Source: an optimization exercise on an open RTL-to-GDS flow (aim: small area). Production flows keep margins and buffers that such runs may drop. Function was checked by simulation only, so behaviour that the tests miss may differ from the original. The flow treats the clock pin as an ideal source. Dropping or thinning the clock tree relies on that and would not hold on a real chip. Power figures rest on the tool's default switching activity, not on a simulated workload.

==> inputs of umber <==
Design timer, start of the top module:
module timer (
    input  logic clk,
    input  logic clear,
    input  logic start,
    input  logic stop,
    output logic led,
    output logic [7:0] sseg,
    output logic [7:0] an
);
    localparam logic [2:0] S_INIT  = 3'd0,
                           S_RAND  = 3'd1,
                           S_PA    = 3'd2,
                           S_PB    = 3'd3,
                           S_LED   = 3'd5,
                           S_FIN   = 3'd6,
                           S_NINE  = 3'd7;
    logic [2:0]  st, nst;
    logic [13:0] r, r_n, r_step;
    logic [2:0]  q;
    logic        phase, tick;
    logic        show_r, show_9, show_hi;
    assign show_r  = st[2] & ~(st[1] & st[0]);
    assign show_9  = st[2];
    assign show_hi = ~st[1] & ~st[0];
    prbs #(14) lfsr (.cur(r), .nxt(r_step));
    sseg ss (
        .clk(clk), .clear(clear), .r(r[12:0]),
        .show_r(show_r), .show_hi(show_hi), .show_9(show_9),
        .phase(phase), .sseg(sseg), .an(an)
    );
    always_ff @(posedge clk, posedge clear)
        if (clear) q <= 3'b000;
        else       q <= {q[1] & ~q[0] & ~q[2], (q[0] | q[1]) & ~q[2], ~q[1]};
    assign tick = phase & q[2];   
    logic        en, bcd;
    logic [14:0] b;
    logic [13:0] dec;
    assign bcd = st[2];
    assign en  = tick & (st[2] ? st[0] : st[1]);
    always_comb begin
        b[0] = en;
        for (int i = 0; i < 14; i++) b[i+1] = b[i] & ~r[i];
        for (int i = 0; i < 14; i++) dec[i] = r[i] ^ b[i];
        for (int k = 0; k < 3; k++) begin
            dec[4*k+1] = dec[4*k+1] & ~(bcd & b[4*k+4]);
            dec[4*k+2] = dec[4*k+2] & ~(bcd & b[4*k+4]);
        end
    end
    logic done;
    assign done = st[0] ? (!r[12] && !r[10] && !r[8] && !r[2] && !r[1])
                        : (r[13:11] == 3'b111 && r[10:6] == 5'd0 && r[3:0] == 4'd0);
    logic go_led;
    assign go_led = st[1] & ~st[2] & done & phase;   
    always_comb
        if (~st[1] & ~st[0])  r_n = r_step;   
        else if (go_led)      r_n = (r | 14'h1189) & ~14'h0260;
        else                  r_n = dec;
    always_ff @(posedge clk, posedge clear)
        if (clear) r <= 14'd1;
        else       r <= r_n;
    logic ge13001;
    assign ge13001 = r[13] & r[12] & (r[11] | r[10] | (r[9] & (r[8] | (r[7] & r[6] &
                     (r[5] | r[4] | (r[3] & (r[2] | r[1] | r[0])))))));
    logic go, leave;
  ...
==> module sseg, before the edit <==
module sseg (
    input  logic        clk,
    input  logic        clear,
    input  logic [12:0] r,
    input  logic        show_r,    
    input  logic        show_hi,   
    input  logic        show_9,    
    output logic        phase,
    output logic [7:0]  sseg,
    output logic [7:0]  an
);
    logic [4:0] count;
    always_ff @(posedge clk, posedge clear)
        if (clear) count <= 5'd0;
        else       count <= count + 5'd1;
    assign phase = count[0];
    logic [1:0] digit_sel;
    assign digit_sel = count[4:3];
    logic [3:0] code;
    always_comb
        case (digit_sel)
            2'd0: code = r[3:0];
            2'd1: code = r[7:4];
            2'd2: code = r[11:8];
            default: code = {3'b100, r[12]};
        endcase
    logic [6:0] seg7;
    always_comb
        case (code)
            4'd0:  seg7 = 7'h10;  
            4'd1:  seg7 = 7'h00;  
            4'd2:  seg7 = 7'h78;  
            4'd3:  seg7 = 7'h02;  
            4'd4:  seg7 = 7'h12;  
            4'd5:  seg7 = 7'h19;  
            4'd6:  seg7 = 7'h30;  
            4'd7:  seg7 = 7'h24;  
            4'd8:  seg7 = 7'h79;  
            4'd9:  seg7 = 7'h40;  
            4'd10: seg7 = 7'h79;
            4'd11: seg7 = 7'h40;
            4'd12: seg7 = 7'h11;
            4'd13: seg7 = 7'h00;
            4'd14: seg7 = 7'h30;
            default: seg7 = 7'h20;
        endcase
    always_comb begin
        if (show_r)                        sseg = {1'b1, seg7};
        else if (show_9)                   sseg = 8'h90;
        else if (show_hi && digit_sel == 2'd1) sseg = 8'hCF;  
        else if (show_hi && digit_sel == 2'd2) sseg = 8'h89;  
        else                               sseg = 8'hFF;
    end
    assign an = ~(8'b00000001 << digit_sel);
endmodule
==> module timer, before the edit <==
module timer (
    input  logic clk,
    input  logic clear,
    input  logic start,
    input  logic stop,
    output logic led,
    output logic [7:0] sseg,
    output logic [7:0] an
);
    localparam logic [2:0] S_INIT  = 3'd0,
                           S_RAND  = 3'd1,
                           S_PA    = 3'd2,
                           S_PB    = 3'd3,
                           S_LED   = 3'd5,
                           S_FIN   = 3'd6,
                           S_NINE  = 3'd7;
    logic [2:0]  st, nst;
    logic [13:0] r, r_n, r_step;
    logic [2:0]  q;
    logic        phase, tick;
    logic        show_r, show_9, show_hi;
    assign show_r  = st[2] & ~(st[1] & st[0]);
    assign show_9  = st[2];
    assign show_hi = ~st[1] & ~st[0];
    prbs #(14) lfsr (.cur(r), .nxt(r_step));
    sseg ss (
        .clk(clk), .clear(clear), .r(r[12:0]),
        .show_r(show_r), .show_hi(show_hi), .show_9(show_9),
        .phase(phase), .sseg(sseg), .an(an)
    );
    always_ff @(posedge clk, posedge clear)
        if (clear) q <= 3'b000;
        else       q <= {q[1] & ~q[0] & ~q[2], (q[0] | q[1]) & ~q[2], ~q[1]};
    assign tick = phase & q[2];   
    logic        en, bcd;
    logic [14:0] b;
    logic [13:0] dec;
    assign bcd = st[2];
    assign en  = tick & (st[2] ? st[0] : st[1]);
    always_comb begin
        b[0] = en;
        for (int i = 0; i < 14; i++) b[i+1] = b[i] & ~r[i];
        for (int i = 0; i < 14; i++) dec[i] = r[i] ^ b[i];
        for (int k = 0; k < 3; k++) begin
            dec[4*k+1] = dec[4*k+1] & ~(bcd & b[4*k+4]);
            dec[4*k+2] = dec[4*k+2] & ~(bcd & b[4*k+4]);
        end
    end
    logic done;
    assign done = st[0] ? (!r[12] && !r[10] && !r[8] && !r[2] && !r[1])
                        : (r[13:11] == 3'b111 && r[10:6] == 5'd0 && r[3:0] == 4'd0);
    logic go_led;
    assign go_led = st[1] & ~st[2] & done & phase;   
    always_comb
        if (~st[1] & ~st[0])  r_n = r_step;   
        else if (go_led)      r_n = (r | 14'h1189) & ~14'h0260;
        else                  r_n = dec;
    always_ff @(posedge clk, posedge clear)
        if (clear) r <= 14'd1;
        else       r <= r_n;
    logic ge13001;
    assign ge13001 = r[13] & r[12] & (r[11] | r[10] | (r[9] & (r[8] | (r[7] & r[6] &
                     (r[5] | r[4] | (r[3] & (r[2] | r[1] | r[0])))))));
    logic go, leave;
    assign go    = done & phase;
    assign leave = stop | ~r[12];
    assign nst[2] = st[2] | (st[1] & (go | (~done & stop)));
    assign nst[1] = st[2] ? (st[1] | leave) : (st[1] ? ~go : st[0]);
    assign nst[0] = st[2] ? (st[1] ? st[0] : ~leave)
                          : (st[1] ? (go | (~done & stop) | st[0]) : (st[0] ? ge13001 : start));
    always_ff @(posedge clk, posedge clear)
        if (clear) st <= S_INIT;
        else       st <= nst;
    assign led = st[2] & ~st[1];   
endmodule
export LEC_CHECK = 0
export ABC_AREA = 1
export CAP_MARGIN = 20
export CORE_MARGIN = 2
export CORE_UTILIZATION = 40
export CTS_BUF_LIST = sky130_fd_sc_hd__clkbuf_8
export SLEW_MARGIN = 20
create_clock -name core_clock -period 13.0 [get_ports {clk}]
standard.sh (not shown) runs the stock make flow with config.mk's settings and CLKGATE_MAP_FILE= SYNTH_SCRIPT=/design/flow/synth_recipe.tcl, a recipe that flattens the netlist after the stock synthesis.
==> flow/flow/run.sh <==
#!/bin/bash
# Own layout flow: the standard flow (standard.sh) with these changes:
#  * ABC maps the logic with an area-only script (flow/abc_area_only.script:
#    60 s of &deepsyn, then two rounds of dch + amap) instead of ORFS's,
#    which buffers and upsizes for delay;
#  * no half/full-adder extraction before ABC and no buffers on pass-through
#    wires (ADDER_MAP_FILE empty, SYNTH_INSBUF 0);
#  * the constant outputs share synthesis's one tie cell
#    (SKIP_REPAIR_TIE_FANOUT 1);
#  * the port buffers are buf_1 cells;
#  * after CTS, flow/post_cts.tcl (run by ORFS's cts step as POST_CTS_TCL)
#    collapses the clock tree into one buf_12 that drives every flip-flop.
# Synthesis is otherwise the standard flow's own (synth_recipe.tcl: no fsm/share passes,
# flattened, same register names). Each tool's output goes to a log here.
set -euo pipefail
W=$(pwd)
{
  echo 'proc abc {args} {'
  echo '  set i [lsearch -exact $args -script]'
  echo '  if {$i >= 0} { lset args [expr {$i + 1}] $::env(OWN_ABC_SCRIPT) }'
  echo '  yosys abc {*}$args'
  echo '}'
  cat "$W/synth_recipe.tcl"
} > "$W/own_synth.tcl"
export OWN_ABC_SCRIPT="$W/flow/abc_area_only.script"
sed -e "s|SYNTH_SCRIPT=[^ ]*synth_recipe.tcl|SYNTH_SCRIPT=$W/own_synth.tcl ADDER_MAP_FILE= SYNTH_INSBUF=0 SKIP_REPAIR_TIE_FANOUT=1 POST_CTS_TCL=$W/flow/post_cts.tcl 'BUFFER_PORTS_ARGS=-buffer_cell sky130_fd_sc_hd__buf_1'|" \
  "$W/standard.sh" > "$W/own_standard.sh"
grep -q own_synth.tcl "$W/own_standard.sh"
bash "$W/own_standard.sh" > "$W/orfs_make.log" 2>&1
test -s "$W/out/final.def"
==> flow/flow/abc_area_only.script <==
strash
&get -n
&deepsyn -T 60
&put
dch
amap
strash
dch
amap
topo
==> flow/flow/post_cts.tcl <==
# Collapse the clock tree that CTS built into its root buffer: the design
# has only a few flip-flops, which the one buffer drives within the slew
# limit. Every flip-flop then gets its clock through the same buffer.
set block [ord::get_db_block]
set clk_net [[$block findBTerm clk] getNet]
set roots {}
foreach it [$clk_net getITerms] { lappend roots [$it getInst] }
if {[llength $roots] != 1} { error "expected one clock root buffer, found [llength $roots]" }
set root [lindex $roots 0]
set root_out [[$root findITerm X] getNet]
set moved 0
set removed 0
set again 1
while {$again} {
  set again 0
  foreach it [$root_out getITerms] {
    set inst [$it getInst]
    if {$inst == $root} { continue }
    set m [[$inst getMaster] getName]
    if {[string match "sky130_fd_sc_hd__clkbuf_*" $m] || [string match "sky130_fd_sc_hd__buf_*" $m]} {
      set out [[$inst findITerm X] getNet]
      foreach s [$out getITerms] {
        if {[$s getInst] != $inst} { $s disconnect; $s connect $root_out; incr moved }
      }
      odb::dbInst_destroy $inst
      odb::dbNet_destroy $out
      incr removed
      set again 1
      break
    }
  }
}
# dummy loads left on the clock net (inverters with no output load)
foreach it [$root_out getITerms] {
  set inst [$it getInst]
  set m [[$inst getMaster] getName]
  if {[string match "sky130_fd_sc_hd__clkinv*" $m]} {
    set y [$inst findITerm Y]
    if {[$y getNet] == "NULL" || [llength [[$y getNet] getITerms]] <= 1} {
      set yn [$y getNet]
      odb::dbInst_destroy $inst
      if {$yn != "NULL"} { odb::dbNet_destroy $yn }
      incr removed
    }
  }
}
# a stronger root buffer (buf_12) keeps the flip-flops' clock slew low
set strong [[ord::get_db] findMaster sky130_fd_sc_hd__buf_12]
$root swapMaster $strong
puts "post_cts: removed $removed clock tree cells, moved $moved sinks to [$root getName] ([[$root getMaster] getName])"
detailed_placement
estimate_parasitics -placement
report_clock_min_period
report_check_types -max_slew -max_capacitance -violators
==> amber: changes against umber <==
--- a/flow/design.v
+++ b/flow/design.v
@@ -44,10 +44,10 @@
             4'd8:  seg7 = 7'h79;  
             4'd9:  seg7 = 7'h40;  
-            4'd10: seg7 = 7'h79;
-            4'd11: seg7 = 7'h40;
-            4'd12: seg7 = 7'h11;
-            4'd13: seg7 = 7'h00;
+            4'd10: seg7 = 7'h78;
+            4'd11: seg7 = 7'h02;
+            4'd12: seg7 = 7'h3B;
+            4'd13: seg7 = 7'h38;
             4'd14: seg7 = 7'h30;
-            default: seg7 = 7'h20;
+            default: seg7 = 7'h24;
         endcase
     always_comb begin
@@ -73,4 +73,5 @@
                            S_PA    = 3'd2,
                            S_PB    = 3'd3,
+                           S_RST   = 3'd4,
                            S_LED   = 3'd5,
                            S_FIN   = 3'd6,
@@ -80,23 +81,19 @@
     logic [2:0]  q;
     logic        phase, tick;
-    logic        show_r, show_9, show_hi;
-    assign show_r  = st[2] & ~(st[1] & st[0]);
-    assign show_9  = st[2];
-    assign show_hi = ~st[1] & ~st[0];
     prbs #(14) lfsr (.cur(r), .nxt(r_step));
     sseg ss (
         .clk(clk), .clear(clear), .r(r[12:0]),
-        .show_r(show_r), .show_hi(show_hi), .show_9(show_9),
-        .phase(phase), .sseg(sseg), .an(an)
+        .show_r(st == S_LED || st == S_FIN), .show_hi(st == S_INIT),
+        .show_9(st == S_NINE), .phase(phase), .sseg(sseg), .an(an)
     );
     always_ff @(posedge clk, posedge clear)
         if (clear) q <= 3'b000;
         else       q <= {q[1] & ~q[0] & ~q[2], (q[0] | q[1]) & ~q[2], ~q[1]};
-    assign tick = phase & q[2];   
+    assign tick = phase & q[2];
     logic        en, bcd;
     logic [14:0] b;
     logic [13:0] dec;
-    assign bcd = st[2];
-    assign en  = tick & (st[2] ? st[0] : st[1]);
+    assign bcd = (st == S_LED);
+    assign en  = tick & (st == S_PA || st == S_PB || st == S_LED);
     always_comb begin
         b[0] = en;
@@ -109,11 +106,9 @@
     end
     logic done;
-    assign done = st[0] ? (!r[12] && !r[10] && !r[8] && !r[2] && !r[1])
-                        : (r[13:11] == 3'b111 && r[10:6] == 5'd0 && r[3:0] == 4'd0);
-    logic go_led;
-    assign go_led = st[1] & ~st[2] & done & phase;   
+    assign done = (st == S_PA) ? (r[13:11] == 3'b111 && r[10:6] == 5'd0 && r[3:0] == 4'd0)
+                               : (!r[12] && !r[10] && !r[8] && !r[2] && !r[1]);
     always_comb
-        if (~st[1] & ~st[0])  r_n = r_step;   
-        else if (go_led)      r_n = (r | 14'h1189) & ~14'h0260;
+        if (st == S_INIT)     r_n = r_step;
+        else if (st == S_RST) r_n = (r | 14'h1189) & ~14'h0260;
         else                  r_n = dec;
     always_ff @(posedge clk, posedge clear)
@@ -123,14 +118,20 @@
     assign ge13001 = r[13] & r[12] & (r[11] | r[10] | (r[9] & (r[8] | (r[7] & r[6] &
                      (r[5] | r[4] | (r[3] & (r[2] | r[1] | r[0])))))));
-    logic go, leave;
-    assign go    = done & phase;
-    assign leave = stop | ~r[12];
-    assign nst[2] = st[2] | (st[1] & (go | (~done & stop)));
-    assign nst[1] = st[2] ? (st[1] | leave) : (st[1] ? ~go : st[0]);
-    assign nst[0] = st[2] ? (st[1] ? st[0] : ~leave)
-                          : (st[1] ? (go | (~done & stop) | st[0]) : (st[0] ? ge13001 : start));
+    always_comb begin
+        nst = st;
+        case (st)
+            S_INIT: if (start) nst = S_RAND;
+            S_RAND: nst = ge13001 ? S_PB : S_PA;
+            S_PA, S_PB:
+                if (done)      nst = S_RST;
+                else if (stop) nst = S_NINE;
+            S_RST:  nst = S_LED;
+            S_LED:  if (stop || !r[12]) nst = S_FIN;
+            default: ;
+        endcase
+    end
     always_ff @(posedge clk, posedge clear)
         if (clear) st <= S_INIT;
         else       st <= nst;
-    assign led = st[2] & ~st[1];   
+    assign led = (st == S_LED);
 endmodule
==> flow/flow/run.sh (replaced) <==
#!/bin/bash
# Own layout flow: the standard flow (standard.sh) with these changes:
#  * ABC maps the logic with an area-only script (flow/abc_area_only.script)
#    instead of ORFS's, which buffers and upsizes for delay;
#  * no half/full-adder extraction before ABC and no buffers on pass-through
#    wires (ADDER_MAP_FILE empty, SYNTH_INSBUF 0);
#  * the constant outputs share synthesis's one tie cell
#    (SKIP_REPAIR_TIE_FANOUT 1);
#  * the port buffers are buf_1 cells.
# Synthesis is otherwise the standard flow's own (synth_recipe.tcl: no fsm/share passes,
# flattened, same register names). Each tool's output goes to a log here.
set -euo pipefail
W=$(pwd)
{
  echo 'proc abc {args} {'
  echo '  set i [lsearch -exact $args -script]'
  echo '  if {$i >= 0} { lset args [expr {$i + 1}] $::env(OWN_ABC_SCRIPT) }'
  echo '  yosys abc {*}$args'
  echo '}'
  cat "$W/synth_recipe.tcl"
} > "$W/own_synth.tcl"
export OWN_ABC_SCRIPT="$W/flow/abc_area_only.script"
sed -e "s|SYNTH_SCRIPT=[^ ]*synth_recipe.tcl|SYNTH_SCRIPT=$W/own_synth.tcl ADDER_MAP_FILE= SYNTH_INSBUF=0 SKIP_REPAIR_TIE_FANOUT=1 'BUFFER_PORTS_ARGS=-buffer_cell sky130_fd_sc_hd__buf_1'|" \
  "$W/standard.sh" > "$W/own_standard.sh"
grep -q own_synth.tcl "$W/own_standard.sh"
bash "$W/own_standard.sh" > "$W/orfs_make.log" 2>&1
test -s "$W/out/final.def"
==> flow/flow/abc_area_only.script (replaced) <==
strash
dch
amap
strash
dch
amap
topo
removed: flow/flow/post_cts.tcl
==> notes <==
In umber the combinational power is larger than in amber, by 55%.
Power: umber is larger than amber (about 34%).
Between umber and amber, the lower via count is in umber (gap about 5%, measured against amber).
Between amber and umber, the lower hold slack is in umber (gap 0.0019 ns).
umber ran to the end with no violations. amber completed with no timing, DRC or antenna violations.
Against amber, the cell count of umber is smaller by 6.8%.
In amber the routed wire length is higher than in umber, by about 6.4%.
Of amber and umber, amber has the higher clock power (gap about 50%, measured against umber).
Flip-flop and latch count is the same in umber and amber.
Between umber and amber, the lower first-iteration DRC count is in amber (gap 13%, measured against amber).

==> separate check: timing with driven ports <==
No port has a modelled driver above. Below, the same layouts with a new extraction and two added sets of constraints.
Step 1 assumes that a clkbuf_16 drives the clock port and a buf_2 every other input.
Step 2 moves the port delays by t, midway between the first and last clock arrival at a register: inputs arrive t later, outputs are due t later. That takes back most of the time a late clock gives input paths.
Three values: no drivers, after step 1, after step 2; two values: the first two.
run	t, ns	setup slack, ns	worst slew at a driven data input, ns
umber	0.169	7.452 / 7.420 / 7.589	0.03
amber	0.304	7.673 / 7.649 / 7.953	0.03
After both steps setup and hold are still met in every run listed.
